Background: an optimization exercise with open tools, aiming at small area, a short achievable clock period and few clock cycles. Do not read the settings as production practice. At most, simulation tests tie the RTL to the original design; equivalence was not proved. Power figures rest on the tool's default switching activity, not on a simulated workload.

oak:
==> module MIPS, before the edit <==
module MIPS(
    input clk,
    input reset,
    input [31:0] memOutput,
    output [31:0] memDir,
    output [31:0] memDato,
    output mem_wd,
    output mem_rd
    );
  reg [31:0] fa;           
  reg [9:0]  fpc;          
  reg        mcyc;         
  reg        mlw;          
  reg [4:0]  mrt;          
  reg        wd_r;         
  reg [31:0] md;           
  reg [31:0] ir;           
  reg [9:0]  pcD;
  reg        vD, pD;       
  reg        vE;           
  reg [31:0] A, B, SD;     
  reg [9:0]  pcE;
  reg [9:0]  tgtE;         
  reg [4:0]  rsE, rtE, rdE;
  reg        eSkip1;
  reg        eR, eLw, eSw, eBeq, eBne, ePred, eSub, eBrt;
  reg [1:0]  eOp;          
  reg        eAdd;         
  reg [31:0] rf [0:31];
  reg [31:0] valid;
  assign memDir  = fa;
  assign memDato = md;
  assign mem_wd  = wd_r;
  assign mem_rd  = ~wd_r;
  wire [32:0] sum33 = {A, 1'b1} + {B, eSub};
  wire [31:0] sum   = sum33[32:1];
  reg  [31:0] logic_r;
  always @* begin
    case (eOp)
      2'd1: logic_r = A & B;
      2'd2: logic_r = A | B;
      2'd3: logic_r = ~(A | B);
      default: logic_r = 32'd0;
    endcase
  end
  wire [31:0] alu = (sum & {32{eAdd}}) | logic_r;
  wire eAct   = vE & ~mcyc;
  wire eq     = (A == B);
  wire eTaken = (eBeq & eq) | (eBne & ~eq);
  wire eKill  = eAct & (eBeq | eBne) & eTaken & ~ePred & eSkip1 & vD & ~pD;
  wire eRedir = eAct & (eBeq | eBne) & (eTaken ^ ePred) & ~eKill;
  wire eWr    = eAct & eR;
  wire eMem   = eAct & (eLw | eSw);
  wire [5:0] op    = ir[31:26];
  wire [4:0] rs    = ir[25:21];
  wire [4:0] rt    = ir[20:16];
  wire [4:0] rd    = ir[15:11];
  wire [5:0] funct = ir[5:0];
  wire dR   = (op == 6'h00);
  wire dLw  = (op == 6'h23);
  wire dSw  = (op == 6'h2B);
  wire dBeq = (op == 6'h04);
  wire dBne = (op == 6'h05);
  wire dSub = dR & (funct == 6'h22);
  wire dImm = dLw | dSw;
  reg [1:0] dOp;
  always @* begin
    dOp = 2'd0;
    if (dR)
      case (funct)
        6'h24: dOp = 2'd1;
        6'h25: dOp = 2'd2;
        6'h27: dOp = 2'd3;
        default: dOp = 2'd0;
      endcase
  end
  reg [31:0] selA, selB;   
  reg [4:0]  iniA, iniB;   
  reg [31:0] rfA, rfB;
  integer k;
  always @* begin
    rfA = {9'd0, iniA[4], 18'd0, iniA[3:0]};
    rfB = {9'd0, iniB[4], 18'd0, iniB[3:0]};
    for (k = 0; k < 32; k = k + 1) begin
      rfA = rfA | ({32{selA[k]}} & rf[k]);
      rfB = rfB | ({32{selB[k]}} & rf[k]);
    end
  end
  wire [31:0] srcA = (eWr && rdE == rs) ? alu : rfA;
  wire [31:0] srcB = (eWr && rdE == rt) ? alu : rfB;
  wire [31:0] immx = {{16{ir[15]}}, ir[15:0]};
  wire [31:0] nB   = dImm ? immx : (srcB ^ {32{dSub}});
  wire dAct   = vD & ~mcyc & ~eRedir;
  wire [9:0] dFall = pcD + 10'd1;
  wire [9:0] dTgt  = dFall + ir[9:0];
  wire [5:0] fop  = memOutput[31:26];
  wire fJ    = (fop == 6'h02);
  wire fBr   = (fop == 6'h04) | (fop == 6'h05);
  wire fSkip1 = (memOutput[15:0] == 16'd1);
  wire fPred = fJ | (fBr & memOutput[15]) | ((fop == 6'h05) & ~fSkip1);
  wire [9:0] fTgt = fJ ? memOutput[9:0] : fpc + 10'd1 + memOutput[9:0];
  wire [9:0] sidx = fa[11:2];
  wire hitE = vE & (sidx == pcE);
  wire hitD = vD & (sidx == pcD);
  wire        rfWe = (mcyc & mlw) | eWr;
  wire [4:0]  rfWa = mcyc ? mrt : rdE;
  wire [31:0] wOther = mcyc ? memOutput : logic_r;
  wire [31:0] rfWd   = (sum & {32{~mcyc & eAdd}}) | wOther;
  always @(posedge clk) begin
    if (rfWe) rf[rfWa] <= rfWd;
  end
  wire [31:0] wdec  = rfWe ? (32'd1 << rfWa) : 32'd0;
  wire [31:0] vNext = valid | wdec;
  always @(posedge clk or posedge reset) begin
    if (reset) valid <= 32'd0;
    else valid <= vNext;
  end
  function [4:0] ini(input [4:0] i, input v);
    ini = v ? 5'd0 : ((i < 5'd14) ? {1'b0, i[3:0]} : {(i == 5'd14), 4'd0});
  endfunction
  wire [4:0] nRs = mcyc ? rs : memOutput[25:21];
  wire [4:0] nRt = mcyc ? rt : memOutput[20:16];
  always @(posedge clk) begin
    selA <= (32'd1 << nRs) & vNext;
    selB <= (32'd1 << nRt) & vNext;
    iniA <= ini(nRs, vNext[nRs]);
    iniB <= ini(nRt, vNext[nRt]);
  end
  reg [9:0] fpcN;
  always @* begin
    if (mcyc) begin
      if (~mlw & hitE)      fpcN = pcE;
      else if (~mlw & hitD) fpcN = pcD;
      else                  fpcN = fpc;
    end
    else if (eRedir) fpcN = tgtE;
    else if (fPred)  fpcN = fTgt;
    else             fpcN = fpc + 10'd1;
  end
  always @(posedge clk or posedge reset) begin
    if (reset) begin
      fpc  <= 10'd0;
      fa[11:2] <= 10'd0;
      mcyc <= 1'b0;
      wd_r <= 1'b0;
      vD   <= 1'b0;
      vE   <= 1'b0;
    end else begin
      fpc <= fpcN;
      fa[11:2] <= eMem ? sum[11:2] : fpcN;
      if (mcyc) begin
        mcyc <= 1'b0;
        wd_r <= 1'b0;
        if (~mlw & hitE) vE <= 1'b0;
        if (~mlw & (hitE | hitD)) vD <= 1'b0;
      end else begin
        mcyc <= eMem;
        wd_r <= eMem & eSw;
        vE   <= dAct & ~eKill;
        vD   <= ~eRedir;
      end
    end
  end
  always @(posedge clk) begin
    fa[31:12] <= sum[31:12];
    fa[1:0]   <= sum[1:0];
    md        <= SD;
    if (mcyc) begin
      if (mlw) begin
        if (rsE == mrt) A <= memOutput;
        if (eBrt && rtE == mrt) B <= memOutput ^ {32{eSub}};
        if (rtE == mrt) SD <= memOutput;
      end
    end else begin
      if (eMem) begin
        mlw <= eLw;
        mrt <= rtE;
      end
      ir    <= memOutput;
      pcD   <= fpc;
      pD    <= fPred;
      A     <= srcA;
      B     <= nB;
      SD    <= srcB;
      pcE   <= pcD;
      tgtE  <= pD ? dFall : dTgt;
      rsE   <= rs;
      rtE   <= rt;
      rdE   <= rd;
      eR    <= dR;
      eLw   <= dLw;
      eSw   <= dSw;
      eBeq  <= dBeq;
      eBne  <= dBne;
      ePred <= pD;
      eSkip1 <= (ir[15:0] == 16'd1);
      eSub  <= dSub;
      eBrt  <= ~dImm;
      eOp   <= dOp;
      eAdd  <= (dOp == 2'd0);
    end
  end
endmodule
==> flow/config.mk <==
export PLATFORM = sky130hd
export DESIGN_NAME = MIPS
export DESIGN_NICKNAME = MIPS
export VERILOG_FILES = /design/flow/design.v
export SDC_FILE = /design/flow/constraint.sdc
export NUM_CORES = 4
export LEC_CHECK = 0
export CAP_MARGIN = 20
export CELL_PAD_IN_SITES_DETAIL_PLACEMENT = 1
export CELL_PAD_IN_SITES_GLOBAL_PLACEMENT = 2
export CORE_MARGIN = 2
export CORE_UTILIZATION = 45
export CTS_BUF_LIST = sky130_fd_sc_hd__clkbuf_16
export CTS_CLUSTER_DIAMETER = 70
export CTS_CLUSTER_SIZE = 24
export PLACE_DENSITY = 0.65
export SETUP_SLACK_MARGIN = 4.2
export SLEW_MARGIN = 20
==> flow/constraint.sdc <==
create_clock -name core_clock -period 7.5 [get_ports {clk}]
set_input_delay 1.5000 -clock core_clock [delete_from_list [all_inputs] [get_ports {clk}]]
set_output_delay 1.5000 -clock core_clock [all_outputs]
set_load 0.01 [all_outputs]
run.sh (not shown) runs the stock make flow with config.mk's settings and CLKGATE_MAP_FILE= SYNTH_SCRIPT=/design/flow/synth_recipe.tcl, a recipe that flattens the netlist after the stock synthesis.
oak | status: complete | timing, DRC, antenna: pass
Testbench counts of oak, summed over its fixed seeds: cycles 56,325.
For pine, these inputs were changed with respect to oak:
diff --git a/flow/design.v b/flow/design.v
--- a/flow/design.v
+++ b/flow/design.v
@@ -30,14 +30,26 @@
   reg [31:0] rf [0:31];
   reg [31:0] valid;
   assign memDir  = fa;
   assign memDato = md;
   assign mem_wd  = wd_r;
   assign mem_rd  = ~wd_r;
-  wire [32:0] sum33 = {A, 1'b1} + {B, eSub};
-  wire [31:0] sum   = sum33[32:1];
+  wire [32:0] g0 = {A & B, eSub};
+  wire [32:0] p0 = {A ^ B, 1'b0};
+  wire [32:0] g1 = g0 | (p0 & {g0[31:0], 1'b0});
+  wire [32:0] p1 = p0 & {p0[31:0], 1'b0};
+  wire [32:0] g2 = g1 | (p1 & {g1[30:0], 2'b0});
+  wire [32:0] p2 = p1 & {p1[30:0], 2'b0};
+  wire [32:0] g3 = g2 | (p2 & {g2[28:0], 4'b0});
+  wire [32:0] p3 = p2 & {p2[28:0], 4'b0};
+  wire [32:0] g4 = g3 | (p3 & {g3[24:0], 8'b0});
+  wire [32:0] p4 = p3 & {p3[24:0], 8'b0};
+  wire [32:0] g5 = g4 | (p4 & {g4[16:0], 16'b0});
+  wire [32:0] p5 = p4 & {p4[16:0], 16'b0};
+  wire [32:0] g6 = g5 | (p5 & {g5[0:0], 32'b0});
+  wire [31:0] sum = p0[32:1] ^ g6[31:0];
   reg  [31:0] logic_r;
   always @* begin
     case (eOp)
       2'd1: logic_r = A & B;
       2'd2: logic_r = A | B;
       2'd3: logic_r = ~(A | B);
@@ -116,19 +128,19 @@
     if (reset) valid <= 32'd0;
     else valid <= vNext;
   end
   function [4:0] ini(input [4:0] i, input v);
     ini = v ? 5'd0 : ((i < 5'd14) ? {1'b0, i[3:0]} : {(i == 5'd14), 4'd0});
   endfunction
-  wire [4:0] nRs = mcyc ? rs : memOutput[25:21];
-  wire [4:0] nRt = mcyc ? rt : memOutput[20:16];
+  wire [4:0] mRs = memOutput[25:21];
+  wire [4:0] mRt = memOutput[20:16];
   always @(posedge clk) begin
-    selA <= (32'd1 << nRs) & vNext;
-    selB <= (32'd1 << nRt) & vNext;
-    iniA <= ini(nRs, vNext[nRs]);
-    iniB <= ini(nRt, vNext[nRt]);
+    selA <= mcyc ? ((32'd1 << rs) & vNext) : ((32'd1 << mRs) & vNext);
+    selB <= mcyc ? ((32'd1 << rt) & vNext) : ((32'd1 << mRt) & vNext);
+    iniA <= mcyc ? ini(rs, vNext[rs]) : ini(mRs, vNext[mRs]);
+    iniB <= mcyc ? ini(rt, vNext[rt]) : ini(mRt, vNext[mRt]);
   end
   reg [9:0] fpcN;
   always @* begin
     if (mcyc) begin
       if (~mlw & hitE)      fpcN = pcE;
       else if (~mlw & hitD) fpcN = pcD;
### Flow results
- pine reached the end of the flow, and the finished layout is clean on the timing, design-rule and antenna checks.
- On number of global-route vias before repair: pine sits above oak.
- pine ends up with a logic depth of the worst path, buffers included that is 5 higher than in oak.
- Core utilization: pine and oak compared, higher one is pine
- pine vs oak on number of distinct library cells after synthesis: pine is the lower one.
- | post-synthesis instance total | oak vs pine | ≈ equal |
- pine reports a lower met2 demand-to-capacity share in global routing than oak does.
- Maximum vdd drop was higher in the run labelled pine.
- When pine is set beside oak, its compound-gate portion of the synthesized area turns out to be 0.32 points smaller.
- Looking at power, pine sits 0.00097 W lower than oak does.
- Area after synthesis: pine vs oak — no meaningful difference
- Taking oak as the reference, in pine area added between synthesis and finish ~0 delta; number of multi-input combinational cells ~0 delta; clock transition at the registers of the reported paths ~0 delta.
No functional check of the RTL was part of pine.

Starting RTL as in the previous note.
Settings: LEC_CHECK=0, CAP_MARGIN=20, CELL_PAD_IN_SITES_DETAIL_PLACEMENT=0, CELL_PAD_IN_SITES_GLOBAL_PLACEMENT=1, CORE_MARGIN=2, CORE_UTILIZATION=60, PLACE_DENSITY=0.75, SETUP_SLACK_MARGIN=4.2, SLEW_MARGIN=20; clock period 7.5 ns.
Testbench counts at the start, summed over its fixed seeds: cycles 56,325.
Then changed:
--- a/flow/design.v
+++ b/flow/design.v
@@ -23,5 +23,6 @@
   reg [9:0]  pcE;
   reg [9:0]  tgtE;         
-  reg [4:0]  rsE, rtE, rdE;
+  reg [4:0]  rdE;          
+  reg        fxA, fxB, fxS;  
   reg        eSkip1;
   reg        eR, eLw, eSw, eBeq, eBne, ePred, eSub, eBrt;
@@ -120,11 +121,11 @@
     ini = v ? 5'd0 : ((i < 5'd14) ? {1'b0, i[3:0]} : {(i == 5'd14), 4'd0});
   endfunction
-  wire [4:0] nRs = mcyc ? rs : memOutput[25:21];
-  wire [4:0] nRt = mcyc ? rt : memOutput[20:16];
+  wire [4:0] mRs = memOutput[25:21];
+  wire [4:0] mRt = memOutput[20:16];
   always @(posedge clk) begin
-    selA <= (32'd1 << nRs) & vNext;
-    selB <= (32'd1 << nRt) & vNext;
-    iniA <= ini(nRs, vNext[nRs]);
-    iniB <= ini(nRt, vNext[nRt]);
+    selA <= mcyc ? ((32'd1 << rs) & vNext) : ((32'd1 << mRs) & vNext);
+    selB <= mcyc ? ((32'd1 << rt) & vNext) : ((32'd1 << mRt) & vNext);
+    iniA <= mcyc ? ini(rs, vNext[rs]) : ini(mRs, vNext[mRs]);
+    iniB <= mcyc ? ini(rt, vNext[rt]) : ini(mRt, vNext[mRt]);
   end
   reg [9:0] fpcN;
@@ -169,12 +170,12 @@
     if (mcyc) begin
       if (mlw) begin
-        if (rsE == mrt) A <= memOutput;
-        if (eBrt && rtE == mrt) B <= memOutput ^ {32{eSub}};
-        if (rtE == mrt) SD <= memOutput;
+        if (fxA) A <= memOutput;
+        if (fxB) B <= memOutput ^ {32{eSub}};
+        if (fxS) SD <= memOutput;
       end
     end else begin
       if (eMem) begin
         mlw <= eLw;
-        mrt <= rtE;
+        mrt <= rdE;
       end
       ir    <= memOutput;
@@ -186,7 +187,8 @@
       pcE   <= pcD;
       tgtE  <= pD ? dFall : dTgt;
-      rsE   <= rs;
-      rtE   <= rt;
-      rdE   <= rd;
+      rdE   <= dLw ? rt : rd;
+      fxA   <= eLw & (rdE == rs);
+      fxB   <= eLw & (rdE == rt) & ~dImm;
+      fxS   <= eLw & (rdE == rt);
       eR    <= dR;
       eLw   <= dLw;
After rerunning: Non-clock buffer count goes up by 13. Power goes down by 0.95%. Wire length hardly moves. Clock power goes up by 4.7%. Worst setup slack is worse by 0.073 ns. Sequential power barely changes. Sequential share of layout area goes down by 0.68 points. First-iteration DRC count goes down by 0.70%. Combinational power goes down by 5.2%. Register-to-register slack is worse by 0.13 ns.
Only the layout flow was run in the second run of this note; the RTL was not checked for function there.

== 09-26 ==
The RTL this note starts from:
==> flow/design.v <==
`timescale 1ns / 1ps
module MIPS(
    input clk,
    input reset,
    input [31:0] memOutput,
    output [31:0] memDir,
    output [31:0] memDato,
    output mem_wd,
    output mem_rd
    );
  reg [31:0] fa;           
  reg [9:0]  fpc;          
  reg        mcyc;         
  reg        mlw;          
  reg [4:0]  mrt;          
  reg        wd_r;         
  reg [31:0] md;           
  reg [31:0] ir;           
  reg [9:0]  pcD;
  reg        vD, pD;       
  reg        vE;           
  reg [31:0] A, B, SD;     
  reg [9:0]  pcE;
  reg [9:0]  tgtE;         
  reg [4:0]  rsE, rtE, rdE;
  reg        eSkip1;
  reg        eR, eLw, eSw, eBeq, eBne, ePred, eSub, eBrt;
  reg [1:0]  eOp;          
  reg        eAdd;         
  reg [31:0] rf [0:31];
  reg [31:0] valid;
  assign memDir  = fa;
  assign memDato = md;
  assign mem_wd  = wd_r;
  assign mem_rd  = ~wd_r;
  wire [32:0] g0 = {A & B, eSub};
  wire [32:0] p0 = {A ^ B, 1'b0};
  wire [32:0] g1 = g0 | (p0 & {g0[31:0], 1'b0});
  wire [32:0] p1 = p0 & {p0[31:0], 1'b0};
  wire [32:0] g2 = g1 | (p1 & {g1[30:0], 2'b0});
  wire [32:0] p2 = p1 & {p1[30:0], 2'b0};
  wire [32:0] g3 = g2 | (p2 & {g2[28:0], 4'b0});
  wire [32:0] p3 = p2 & {p2[28:0], 4'b0};
  wire [32:0] g4 = g3 | (p3 & {g3[24:0], 8'b0});
  wire [32:0] p4 = p3 & {p3[24:0], 8'b0};
  wire [32:0] g5 = g4 | (p4 & {g4[16:0], 16'b0});
  wire [32:0] p5 = p4 & {p4[16:0], 16'b0};
  wire [32:0] g6 = g5 | (p5 & {g5[0:0], 32'b0});
  wire [31:0] sum = p0[32:1] ^ g6[31:0];
  reg  [31:0] logic_r;
  always @* begin
    case (eOp)
      2'd1: logic_r = A & B;
      2'd2: logic_r = A | B;
      2'd3: logic_r = ~(A | B);
      default: logic_r = 32'd0;
    endcase
  end
  wire [31:0] alu = (sum & {32{eAdd}}) | logic_r;
  wire eAct   = vE & ~mcyc;
  wire eq     = (A == B);
  wire eTaken = (eBeq & eq) | (eBne & ~eq);
  wire eKill  = eAct & (eBeq | eBne) & eTaken & ~ePred & eSkip1 & vD & ~pD;
  wire eRedir = eAct & (eBeq | eBne) & (eTaken ^ ePred) & ~eKill;
  wire eWr    = eAct & eR;
  wire eMem   = eAct & (eLw | eSw);
  wire [5:0] op    = ir[31:26];
  wire [4:0] rs    = ir[25:21];
  wire [4:0] rt    = ir[20:16];
  wire [4:0] rd    = ir[15:11];
  wire [5:0] funct = ir[5:0];
  wire dR   = (op == 6'h00);
  wire dLw  = (op == 6'h23);
  wire dSw  = (op == 6'h2B);
  wire dBeq = (op == 6'h04);
  wire dBne = (op == 6'h05);
  wire dSub = dR & (funct == 6'h22);
  wire dImm = dLw | dSw;
  reg [1:0] dOp;
  always @* begin
    dOp = 2'd0;
    if (dR)
      case (funct)
        6'h24: dOp = 2'd1;
        6'h25: dOp = 2'd2;
        6'h27: dOp = 2'd3;
        default: dOp = 2'd0;
      endcase
  end
  reg [31:0] selA, selB;   
  reg [4:0]  iniA, iniB;   
  reg [31:0] rfA, rfB;
  integer k;
  always @* begin
    rfA = {9'd0, iniA[4], 18'd0, iniA[3:0]};
    rfB = {9'd0, iniB[4], 18'd0, iniB[3:0]};
    for (k = 0; k < 32; k = k + 1) begin
      rfA = rfA | ({32{selA[k]}} & rf[k]);
      rfB = rfB | ({32{selB[k]}} & rf[k]);
    end
  end
  wire [31:0] srcA = (eWr && rdE == rs) ? alu : rfA;
  wire [31:0] srcB = (eWr && rdE == rt) ? alu : rfB;
  wire [31:0] immx = {{16{ir[15]}}, ir[15:0]};
  wire [31:0] nB   = dImm ? immx : (srcB ^ {32{dSub}});
  wire dAct   = vD & ~mcyc & ~eRedir;
  wire [9:0] dFall = pcD + 10'd1;
  wire [9:0] dTgt  = dFall + ir[9:0];
  wire [5:0] fop  = memOutput[31:26];
  wire fJ    = (fop == 6'h02);
  wire fBr   = (fop == 6'h04) | (fop == 6'h05);
  wire fSkip1 = (memOutput[15:0] == 16'd1);
  wire fPred = fJ | (fBr & memOutput[15]) | ((fop == 6'h05) & ~fSkip1);
  wire [9:0] fTgt = fJ ? memOutput[9:0] : fpc + 10'd1 + memOutput[9:0];
  wire [9:0] sidx = fa[11:2];
  wire hitE = vE & (sidx == pcE);
  wire hitD = vD & (sidx == pcD);
  wire        rfWe = (mcyc & mlw) | eWr;
  wire [4:0]  rfWa = mcyc ? mrt : rdE;
  wire [31:0] wOther = mcyc ? memOutput : logic_r;
  wire [31:0] rfWd   = (sum & {32{~mcyc & eAdd}}) | wOther;
  always @(posedge clk) begin
    if (rfWe) rf[rfWa] <= rfWd;
  end
  wire [31:0] wdec  = rfWe ? (32'd1 << rfWa) : 32'd0;
  wire [31:0] vNext = valid | wdec;
  always @(posedge clk or posedge reset) begin
    if (reset) valid <= 32'd0;
    else valid <= vNext;
  end
  function [4:0] ini(input [4:0] i, input v);
    ini = v ? 5'd0 : ((i < 5'd14) ? {1'b0, i[3:0]} : {(i == 5'd14), 4'd0});
  endfunction
  wire [4:0] mRs = memOutput[25:21];
  wire [4:0] mRt = memOutput[20:16];
  always @(posedge clk) begin
    selA <= mcyc ? ((32'd1 << rs) & vNext) : ((32'd1 << mRs) & vNext);
    selB <= mcyc ? ((32'd1 << rt) & vNext) : ((32'd1 << mRt) & vNext);
    iniA <= mcyc ? ini(rs, vNext[rs]) : ini(mRs, vNext[mRs]);
    iniB <= mcyc ? ini(rt, vNext[rt]) : ini(mRt, vNext[mRt]);
  end
  reg [9:0] fpcN;
  always @* begin
    if (mcyc) begin
      if (~mlw & hitE)      fpcN = pcE;
      else if (~mlw & hitD) fpcN = pcD;
      else                  fpcN = fpc;
    end
    else if (eRedir) fpcN = tgtE;
    else if (fPred)  fpcN = fTgt;
    else             fpcN = fpc + 10'd1;
  end
  always @(posedge clk or posedge reset) begin
    if (reset) begin
      fpc  <= 10'd0;
      fa[11:2] <= 10'd0;
      mcyc <= 1'b0;
      wd_r <= 1'b0;
      vD   <= 1'b0;
      vE   <= 1'b0;
    end else begin
      fpc <= fpcN;
      fa[11:2] <= eMem ? sum[11:2] : fpcN;
      if (mcyc) begin
        mcyc <= 1'b0;
        wd_r <= 1'b0;
        if (~mlw & hitE) vE <= 1'b0;
        if (~mlw & (hitE | hitD)) vD <= 1'b0;
      end else begin
        mcyc <= eMem;
        wd_r <= eMem & eSw;
        vE   <= dAct & ~eKill;
        vD   <= ~eRedir;
      end
    end
  end
  always @(posedge clk) begin
    fa[31:12] <= sum[31:12];
    fa[1:0]   <= sum[1:0];
    md        <= SD;
    if (mcyc) begin
      if (mlw) begin
        if (rsE == mrt) A <= memOutput;
        if (eBrt && rtE == mrt) B <= memOutput ^ {32{eSub}};
        if (rtE == mrt) SD <= memOutput;
      end
    end else begin
      if (eMem) begin
        mlw <= eLw;
        mrt <= rtE;
      end
      ir    <= memOutput;
      pcD   <= fpc;
      pD    <= fPred;
      A     <= srcA;
      B     <= nB;
      SD    <= srcB;
      pcE   <= pcD;
      tgtE  <= pD ? dFall : dTgt;
      rsE   <= rs;
      rtE   <= rt;
      rdE   <= rd;
      eR    <= dR;
      eLw   <= dLw;
      eSw   <= dSw;
      eBeq  <= dBeq;
      eBne  <= dBne;
      ePred <= pD;
      eSkip1 <= (ir[15:0] == 16'd1);
      eSub  <= dSub;
      eBrt  <= ~dImm;
      eOp   <= dOp;
      eAdd  <= (dOp == 2'd0);
    end
  end
endmodule
make LEC_CHECK=0 CAP_MARGIN=20 CELL_PAD_IN_SITES_DETAIL_PLACEMENT=1 CELL_PAD_IN_SITES_GLOBAL_PLACEMENT=2 CORE_MARGIN=2 CORE_UTILIZATION=32 PLACE_DENSITY=0.55 SETUP_SLACK_MARGIN=4.2 SLEW_MARGIN=20 finish   # period 7.5 ns
From the logs: 09-26 reached the end of the flow and failed the layout checks with max-capacitance violations, max-slew violations.
> inputs changed (09-26 -> 09-04)
-- flow/design.v --
<<< 09-26, line 23
  reg [9:0]  pcE;
  reg [9:0]  tgtE;         
  reg [4:0]  rsE, rtE, rdE;
  reg        eSkip1;
  reg        eR, eLw, eSw, eBeq, eBne, ePred, eSub, eBrt;
>>> 09-04, line 23
  reg [9:0]  pcE;
  reg [9:0]  tgtE;         
  reg [4:0]  rdE;          
  reg        fxA, fxB, fxS;  
  reg        eSkip1;
  reg        eR, eLw, eSw, eBeq, eBne, ePred, eSub, eBrt;
<<< 09-26, line 34
  assign mem_wd  = wd_r;
  assign mem_rd  = ~wd_r;
  wire [32:0] g0 = {A & B, eSub};
  wire [32:0] p0 = {A ^ B, 1'b0};
  wire [32:0] g1 = g0 | (p0 & {g0[31:0], 1'b0});
  wire [32:0] p1 = p0 & {p0[31:0], 1'b0};
  wire [32:0] g2 = g1 | (p1 & {g1[30:0], 2'b0});
  wire [32:0] p2 = p1 & {p1[30:0], 2'b0};
  wire [32:0] g3 = g2 | (p2 & {g2[28:0], 4'b0});
  wire [32:0] p3 = p2 & {p2[28:0], 4'b0};
  wire [32:0] g4 = g3 | (p3 & {g3[24:0], 8'b0});
  wire [32:0] p4 = p3 & {p3[24:0], 8'b0};
  wire [32:0] g5 = g4 | (p4 & {g4[16:0], 16'b0});
  wire [32:0] p5 = p4 & {p4[16:0], 16'b0};
  wire [32:0] g6 = g5 | (p5 & {g5[0:0], 32'b0});
  wire [31:0] sum = p0[32:1] ^ g6[31:0];
  reg  [31:0] logic_r;
  always @* begin
>>> 09-04, line 35
  assign mem_wd  = wd_r;
  assign mem_rd  = ~wd_r;
  wire [32:0] sum33 = {A, 1'b1} + {B, eSub};
  wire [31:0] sum   = sum33[32:1];
  reg  [31:0] logic_r;
  always @* begin
<<< 09-26, line 181
    if (mcyc) begin
      if (mlw) begin
        if (rsE == mrt) A <= memOutput;
        if (eBrt && rtE == mrt) B <= memOutput ^ {32{eSub}};
        if (rtE == mrt) SD <= memOutput;
      end
    end else begin
      if (eMem) begin
        mlw <= eLw;
        mrt <= rtE;
      end
      ir    <= memOutput;
>>> 09-04, line 170
    if (mcyc) begin
      if (mlw) begin
        if (fxA) A <= memOutput;
        if (fxB) B <= memOutput ^ {32{eSub}};
        if (fxS) SD <= memOutput;
      end
    end else begin
      if (eMem) begin
        mlw <= eLw;
        mrt <= rdE;
      end
      ir    <= memOutput;
<<< 09-26, line 198
      pcE   <= pcD;
      tgtE  <= pD ? dFall : dTgt;
      rsE   <= rs;
      rtE   <= rt;
      rdE   <= rd;
      eR    <= dR;
      eLw   <= dLw;
>>> 09-04, line 187
      pcE   <= pcD;
      tgtE  <= pD ? dFall : dTgt;
      rdE   <= dLw ? rt : rd;
      fxA   <= eLw & (rdE == rs);
      fxB   <= eLw & (rdE == rt) & ~dImm;
      fxS   <= eLw & (rdE == rt);
      eR    <= dR;
      eLw   <= dLw;
--- outcome ---
09-04 completed end to end with timing, DRC and antenna clean. Comparing 09-26 and 09-04, portion of total power attributed to the clock network is higher on 09-04. Diff 09-26 -> 09-04: worst hold margin +0.0072 ns, register share of the cell area grew by 0.62 points. 09-26 has higher count of different cell masters after synthesis than 09-04. Comparing data-path buffer share of cell area in the final layout for 09-26 and 09-04, the smaller number came from 09-04. In 09-04, the critical path depth came out 5 below the value in 09-26. Relative to 09-26, utilization decreased by 0.33 points in 09-04. Measured against each other, 09-26 and 09-04 differ in synthesized cell count, the lower figure coming from 09-04. 09-04 vs 09-26: final critical-path required period down in 09-04.
No run of this note included a check of the RTL's function; only the layout flow was run.

[port drivers added, routing unchanged]
The results above use ideal ports. As a check the final layouts listed here were re-extracted and re-timed, cells and wires unchanged. Step 1: set_driving_cell puts a clkbuf_16 on clk and a buf_2 on each other input, an assumption about the parent block. Step 2, shift: input delay + t, output delay - t, t = (earliest + latest rising clock arrival at the registers) / 2. This alone moves slack from input paths to output paths. a / b / c = ideal ports / drivers / drivers and shift; a / b = the first two.
| run | shift t [ns] | slack for setup (ns) | worst setup path after step 2 |
|---|---|---|---|
| oak | 0.852 | 3.920 / 3.969 / 3.118 | input to register |
| pine | 0.843 | 3.877 / 3.877 / 3.380 | input to register |
| the first run of note 2 | 0.868 | 4.007 / 4.058 / 3.193 | input to register |
| the second run of note 2 | 0.843 | 3.935 / 3.935 / 3.266 | input to register |
| 09-26 | 0.908 | 3.938 / 3.938 / 3.203 | input to register |
| 09-04 | 0.922 | 3.950 / 3.950 / 3.175 | input to register |
For the first run of note 2, which loses most, drivers alone change the setup slack by +0.051 ns; drivers and shift together by -0.814 ns.
